This design comes from an exercise in tuning for small area on the open sky130 flow, not from production work. Function was checked by simulation only, so behaviour that the tests miss may differ from the original. The flow treats the clock pin as an ideal source. Dropping or thinning the clock tree relies on that and would not hold on a real chip. No activity file was given, so power comes from the tool's default toggle rates.

Design uart_full_ssd_display, start of the top module:
module uart_full_ssd_display (
    input clk,                   
    input rst,                   
    input wire uart_rxd,         
    output wire uart_txd,        
    output wire [6:0] segments,  
    output wire [3:0] dig_sel    
    );
Settings: LEC_CHECK=0, CAP_MARGIN=20, CORE_MARGIN=2, CORE_UTILIZATION=40, SLEW_MARGIN=20; clock period 20.0 ns.
standard.sh (not shown) runs the stock make flow with config.mk's settings and CLKGATE_MAP_FILE= SYNTH_SCRIPT=/design/flow/synth_recipe.tcl, a recipe that flattens the netlist after the stock synthesis.
==> flow/flow/run.sh <==
#!/bin/bash
# The standard layout (standard.sh, standard synthesis included) with
# four changes, made through ORFS's own hooks and variables:
# - after floorplan, flow/post_floorplan.tcl resynthesizes the combinational
#   logic for area with OpenROAD's restructure (registers untouched);
# - ports are buffered with the smallest buffer, buf_1 (BUFFER_PORTS_ARGS);
# - clock tree synthesis is replaced by flow/pre_cts.tcl: the clock port
#   drives four clkbuf_8, each driving a quarter of the flip-flops;
# - after clock tree synthesis, flow/post_cts.tcl replaces half adders that
#   have an output unused, swaps logic cells for the smallest drive strength
#   of the same function, and repairs slew and load.
# standard.sh's full output goes to standard_flow.log; ORFS writes each
# step's log under orfs/logs/, and restructure's ABC log is
# restructure/abc.log.
set -euo pipefail
export POST_FLOORPLAN_TCL="$PWD/flow/post_floorplan.tcl"
export RESTRUCTURE_DIR="$PWD/restructure"
export BUFFER_PORTS_ARGS="-buffer_cell sky130_fd_sc_hd__buf_1"
export PRE_CTS_TCL="$PWD/flow/pre_cts.tcl"
export POST_CTS_TCL="$PWD/flow/post_cts.tcl"
export CLOCK_BUF_CELL=sky130_fd_sc_hd__clkbuf_8
export CLOCK_BUF_GROUPS=4
bash standard.sh > standard_flow.log 2>&1
==> flow/flow/post_cts.tcl <==
# After clock tree synthesis:
# - a half adder (ha) with one output unused becomes the single gate for the
#   used output: and2 for the carry, xor2 for the sum;
# - every other logic cell is swapped for the smallest cell of the same
#   function (same name but the drive-strength suffix).
# Clock buffers and flip-flops are left alone.  Then any max-slew or
# max-capacitance violation is repaired and the placement legalized.
proc net_has_loads {net} {
  if {$net eq "NULL" || $net eq ""} { return 0 }
  if {[llength [$net getBTerms]] > 0} { return 1 }
  set n 0
  foreach it [$net getITerms] {
    if {[$it isInputSignal]} { incr n }
  }
  return [expr {$n > 0}]
}

proc split_half_adders {} {
  set db [ord::get_db]
  set block [ord::get_db_block]
  set n 0
  foreach inst [$block getInsts] {
    if {![string match "sky130_fd_sc_hd__ha_*" [[$inst getMaster] getName]]} { continue }
    set a [[$inst findITerm A] getNet]
    set b [[$inst findITerm B] getNet]
    set cout [[$inst findITerm COUT] getNet]
    set sum [[$inst findITerm SUM] getNet]
    set use_cout [net_has_loads $cout]
    set use_sum [net_has_loads $sum]
    if {$use_cout && $use_sum} { continue }
    if {$use_cout} {
      set cell sky130_fd_sc_hd__and2_1
      set out $cout
      set dead $sum
    } elseif {$use_sum} {
      set cell sky130_fd_sc_hd__xor2_1
      set out $sum
      set dead $cout
    } else {
      continue
    }
    set name [$inst getName]
    set loc [$inst getLocation]
    set orient [$inst getOrient]
    odb::dbInst_destroy $inst
    if {$dead ne "NULL" && $dead ne "" && [llength [$dead getITerms]] == 0 && [llength [$dead getBTerms]] == 0} {
      odb::dbNet_destroy $dead
    }
    set new [odb::dbInst_create $block [$db findMaster $cell] $name]
    $new setOrient $orient
    $new setLocation [lindex $loc 0] [lindex $loc 1]
    $new setPlacementStatus PLACED
    [$new findITerm A] connect $a
    [$new findITerm B] connect $b
    [$new findITerm X] connect $out
    incr n
  }
  puts "Replaced $n half adders with one output unused"
}

proc downsize_logic {} {
  set db [ord::get_db]
  set dont_use $::env(DONT_USE_CELLS)
  set n 0
  set saved 0.0
  foreach inst [[ord::get_db_block] getInsts] {
    set master [$inst getMaster]
    set name [$master getName]
    if {![regexp {^(sky130_fd_sc_hd__[a-z0-9]+)_([0-9]+)$} $name -> base size]} { continue }
    if {[regexp {clkbuf|clkinv|clkdly|df|tap|fill|decap|conb|probe} $base]} { continue }
    if {[$inst isFixed]} { continue }
    set area [expr {[$master getWidth] * [$master getHeight]}]
    set best $name
    set best_area $area
    foreach s {0 1 2 3 4 6 8 12 16} {
      set cand ${base}_$s
      if {[lsearch -exact $dont_use $cand] >= 0} { continue }
      set cm [$db findMaster $cand]
      if {$cm eq "NULL" || $cm eq ""} { continue }
      set ca [expr {[$cm getWidth] * [$cm getHeight]}]
      if {$ca < $best_area} {
        set best $cand
        set best_area $ca
      }
    }
    if {$best ne $name} {
      replace_cell [$inst getName] $best
      incr n
      set saved [expr {$saved + ($area - $best_area) / 1e6}]
    }
  }
  puts "Downsized $n cells, saving $saved um2"
}

split_half_adders
downsize_logic
estimate_parasitics -placement
repair_design
detailed_placement
check_placement -verbose
==> flow/flow/post_floorplan.tcl <==
# After floorplan: resynthesize the combinational logic for area with
# OpenROAD's restructure (ABC on the logic between registers and ports).
# Registers are not touched.
set rs_dir $::env(RESTRUCTURE_DIR)
file mkdir $rs_dir
restructure -target area \
  -liberty_file [lindex $::env(LIB_FILES) 0] \
  -tielo_port sky130_fd_sc_hd__conb_1/LO \
  -tiehi_port sky130_fd_sc_hd__conb_1/HI \
  -abc_logfile $rs_dir/abc.log \
  -work_dir $rs_dir
Other scripts of this flow, unchanged in this note and not shown: flow/flow/pre_cts.tcl
The starting point produced a clean layout.
==> next run, changes <==
==> flow/flow/run.sh (replaced) <==
#!/bin/bash
# The standard layout (standard.sh, standard synthesis included) with
# three changes, made through ORFS's own hooks and variables:
# - ports are buffered with the smallest buffer, buf_1 (BUFFER_PORTS_ARGS);
# - clock tree synthesis is replaced by flow/pre_cts.tcl: the clock port
#   drives four clkbuf_8, each driving a quarter of the flip-flops;
# - after clock tree synthesis, flow/post_cts.tcl swaps logic cells for the
#   smallest drive strength of the same function and repairs slew and load.
# standard.sh's full output goes to standard_flow.log; ORFS writes each
# step's log under orfs/logs/.
set -euo pipefail
export BUFFER_PORTS_ARGS="-buffer_cell sky130_fd_sc_hd__buf_1"
export PRE_CTS_TCL="$PWD/flow/pre_cts.tcl"
export POST_CTS_TCL="$PWD/flow/post_cts.tcl"
export CLOCK_BUF_CELL=sky130_fd_sc_hd__clkbuf_8
export CLOCK_BUF_GROUPS=4
bash standard.sh > standard_flow.log 2>&1
removed: flow/flow/post_floorplan.tcl
Outcome: The new run ran to the end with no violations; global-route usage is higher by 0.82 points; synthesized area is unchanged; final area grows by 4.8%; sequential power barely changes; wire length came out higher by 9.0%; final cell count goes up by 2.4%; maximum frequency went up by 6.9%; sequential share of layout area came out lower by 2.5 points.
==> next run, changes <==
==> flow/flow/post_cts.tcl (replaced) <==
# After clock tree synthesis: swap every logic cell for the smallest cell of
# the same function (same name but the drive-strength suffix), then repair any
# max-slew or max-capacitance violation this causes.  Clock buffers and
# flip-flops are left alone.
proc downsize_logic {} {
  set db [ord::get_db]
  set dont_use $::env(DONT_USE_CELLS)
  set n 0
  set saved 0.0
  foreach inst [[ord::get_db_block] getInsts] {
    set master [$inst getMaster]
    set name [$master getName]
    if {![regexp {^(sky130_fd_sc_hd__[a-z0-9]+)_([0-9]+)$} $name -> base size]} { continue }
    if {[regexp {clkbuf|clkinv|clkdly|df|tap|fill|decap|conb|probe} $base]} { continue }
    if {[$inst isFixed]} { continue }
    set area [expr {[$master getWidth] * [$master getHeight]}]
    set best $name
    set best_area $area
    foreach s {0 1 2 3 4 6 8 12 16} {
      set cand ${base}_$s
      if {[lsearch -exact $dont_use $cand] >= 0} { continue }
      set cm [$db findMaster $cand]
      if {$cm eq "NULL" || $cm eq ""} { continue }
      set ca [expr {[$cm getWidth] * [$cm getHeight]}]
      if {$ca < $best_area} {
        set best $cand
        set best_area $ca
      }
    }
    if {$best ne $name} {
      replace_cell [$inst getName] $best
      incr n
      set saved [expr {$saved + ($area - $best_area) / 1e6}]
    }
  }
  puts "Downsized $n cells, saving $saved um2"
}
downsize_logic
estimate_parasitics -placement
repair_design
- ABC_AREA: unset -> 1
After rerunning:
- hold slack gets better by 15 ps
- flip-flop and latch count is unchanged
- global-route usage is higher by 0.25 points
- sequential share of layout area is lower by 2.0 points
- routed wire length rises by 2.3%
- via count increases by 12%
- area after synthesis rises by 5.0%
- maximum frequency rises by 4.6%
- design area is higher by 4.0%
No run of this note takes its clock network from TritonCTS; it comes from the design's own scripts or RTL.

re-timing with driven ports:
Ports are ideal in the flow. The routed layouts listed here were re-timed in OpenROAD.
Step 1 (the two cells are an assumption about what drives the block):
set clk [get_ports {clk}]
set_driving_cell -lib_cell sky130_fd_sc_hd__clkbuf_16 $clk
set_driving_cell -lib_cell sky130_fd_sc_hd__buf_2 [delete_from_list [all_inputs] $clk]
Step 2 times the ports against the registers' clock, not the clock port: input delays grow and output delays shrink by t, the midpoint of the rising clock arrivals with the driver on.
a / b / c = no drivers / after step 1 / after step 2; a / b = the first two.
| run | shift t [ns] | setup slack, ns | worst hold slack (ns) | worst setup path after step 2 | worst slew at a driven data input, ns |
|---|---|---|---|---|---|
| the first run | 0.213 | 13.875 / 13.909 / 13.696 | 0.392 / 0.392 / 0.392 | input to register | 0.03 |
| the second run | 0.214 | 14.273 / 14.214 / 14.429 | 0.382 / 0.382 / 0.382 | register to output | 0.03 |
| the third run | 0.220 | 14.526 / 14.466 / 14.626 | 0.396 / 0.396 / 0.396 | input to register | 0.03 |
After both steps every run listed still meets setup and hold. For the first run, which loses most, drivers alone change the setup slack by +0.034 ns; drivers and shift together by -0.179 ns.
